What follows belongs to an exercise in optimizing a design on an open flow for small area; a production flow would make more cautious choices. The RTL was checked by simulation tests, not by an equivalence proof against the original design. No activity file was given, so power comes from the tool's default toggle rates.

==> inputs of trial 8 <==
Design UART, start of the top module:
module UART(
    input clk,
    input rst,             
    input start,
    input [7:0] txin,     
    output tx,             
    input rx,              
    output [7:0] rxout,    
    output rxdone,         
    output txdone          
);
    reg [3:0] j;
    reg [3:0] s;
    reg [7:0] dat;
    wire idle    = j[3] & ~j[1] & j[0] & s[0];    
    wire bitDone = s[3] & ~s[1] & s[0];           
    wire s_wrap  = s[3] & s[1] & ~s[0];           
    always @(posedge clk) begin
        if (rst) begin
            j <= 4'd9;
            s <= 4'd1;
        end else if (idle) begin
            if (start) begin
                j <= 4'd14;
                s <= 4'd14;
            end
        end else begin
            if (s_wrap) j <= j + 4'd1;
            if (s == 4'd10) s <= 4'd0;
            else s <= s + 4'd1;
        end
    end
    always @(posedge clk)
        if (idle) dat <= txin;
    wire [2:0] jl = j[2:0];
    assign tx = j[3] ? ~(j[2] & j[0]) : dat[jl];
    assign txdone = (j == 4'd8) & bitDone;
    reg [2:0] p;
    reg [3:0] r;
    reg [9:1] rxd;
    wire ridle = (p == 3'd7);
    wire recv  = (p == 3'd6);
    wire rlast = r[3] & r[1];                     
    always @(posedge clk) begin
        if (rst) begin
  ...
export LEC_CHECK = 0
export CAP_MARGIN = 20
export CORE_MARGIN = 2
export CORE_UTILIZATION = 70
export CTS_BUF_LIST = sky130_fd_sc_hd__clkbuf_4
export SLEW_MARGIN = 20
create_clock -name core_clock -period 10.0 [get_ports {clk}]
standard.sh (not shown) runs the stock make flow with config.mk's settings and CLKGATE_MAP_FILE= SYNTH_SCRIPT=/design/flow/synth_recipe.tcl, a recipe that flattens the netlist after the stock synthesis.
==> flow/flow/run.sh <==
#!/bin/bash
set -o pipefail
export BUFFER_PORTS_ARGS="-buffer_cell sky130_fd_sc_hd__buf_1"
bash standard.sh > standard.log 2>&1
==> build 28: changes against trial 8 <==
==> flow/flow/run.sh (replaced) <==
#!/bin/bash
# Layout flow: the standard flow (standard.sh) with three changes:
#  - synthesis is synth_recipe.tcl unchanged, except that its ABC mapping call
#    uses an area-oriented ABC script (flow/area.abc) instead of abc_speed;
#  - the port buffers are sky130_fd_sc_hd__buf_1 (BUFFER_PORTS_ARGS);
#  - clock tree synthesis uses small buffers and no dummy loads (CTS_ARGS).
# Each tool's output goes to a log file in this folder.
set -euo pipefail
W=$(pwd)

cat > "$W/area_synth.tcl" <<EOT
proc abc {args} {
  set i [lsearch -exact \$args -script]
  if { \$i >= 0 } { set args [lreplace \$args \$i [expr {\$i + 1}] -script $W/flow/area.abc] }
  yosys abc {*}\$args
}
source $W/synth_recipe.tcl
EOT

export BUFFER_PORTS_ARGS="-buffer_cell sky130_fd_sc_hd__buf_1"
export CTS_ARGS="-sink_clustering_enable -repair_clock_nets -dont_use_dummy_load -buf_list ${CTS_BUF:-sky130_fd_sc_hd__clkbuf_8} -sink_clustering_size 40 -sink_clustering_max_diameter 300"

sed "s#SYNTH_SCRIPT=[^ ]*#SYNTH_SCRIPT=$W/area_synth.tcl#" standard.sh > "$W/area_standard.sh"
grep -q "SYNTH_SCRIPT=$W/area_synth.tcl" "$W/area_standard.sh"

bash "$W/area_standard.sh" synth > "$W/synth.log" 2>&1
bash "$W/area_standard.sh" > "$W/layout.log" 2>&1
==> flow/flow/area.abc (new file) <==
strash
&get -n
&deepsyn -T 20
&put
dch
amap
- CTS_BUF_LIST: sky130_fd_sc_hd__clkbuf_4 -> not set
==> trial 71: changes against trial 8 <==
==> flow/run.sh (new file) <==
#!/bin/bash
# synth_recipe.tcl (not shown) runs the flow's synth.tcl, then flattens the netlist and writes it again
# the make line also repeats each setting of config.mk as NAME=value (left out here)
make -C /OpenROAD-flow-scripts/flow DESIGN_CONFIG=/design/flow/config.mk WORK_HOME=/design/flow/orfs CLKGATE_MAP_FILE= SYNTH_SCRIPT=/design/flow/synth_recipe.tcl finish
- CORE_UTILIZATION: 70 -> 40
- CTS_BUF_LIST: sky130_fd_sc_hd__clkbuf_4 -> not set
removed: flow/flow/run.sh
removed: flow/standard.sh
==> summary of the runs <==
Sequential cell count is the same in trial 71 and build 28.
In non-clock buffer count, trial 8 and trial 71 do not differ.
First-iteration DRC count: build 28 < trial 8 < trial 71.
Between trial 71 and build 28, the lower global-route usage is in trial 71 (gap 11 points).
Of trial 71 and build 28, trial 71 has the higher area after synthesis (gap 14%, measured against build 28).
Of trial 71 and trial 8, trial 8 has the higher clock power (gap 3.5%, measured against trial 8).
Die area: trial 71 is higher than build 28 (about 90%).

[port drivers added, routing unchanged]
The flow's constraints put no driver on any port. The routed layouts listed below were extracted and timed again, unchanged, in two steps.
Step 1 sets driving cells, clkbuf_16 on the clock port and buf_2 on the other inputs (assumed; they add their load-dependent delay and slew).
Step 2 also shifts input and output timing later by t, the mid clock arrival at the registers, as if the neighbouring blocks saw the same clock.
a / b / c = ideal ports / drivers / drivers and shift; a / b = the first two.
run | t, ns | setup WS [ns] | worst setup path at the end | clock arrival spread, ns | pins driven straight from the clock port
trial 8 | 0.352 | 6.152 / 6.131 / 6.483 | register to output | 0.018 / 0.018 | 1
build 28 | 0.298 | 6.172 / 6.148 / 6.446 | register to output | 0.012 / 0.012 | 1
trial 71 | 0.299 | 5.903 / 5.878 / 6.177 | register to output | 0.006 / 0.005 | 1
After both steps every run listed still meets setup and hold.
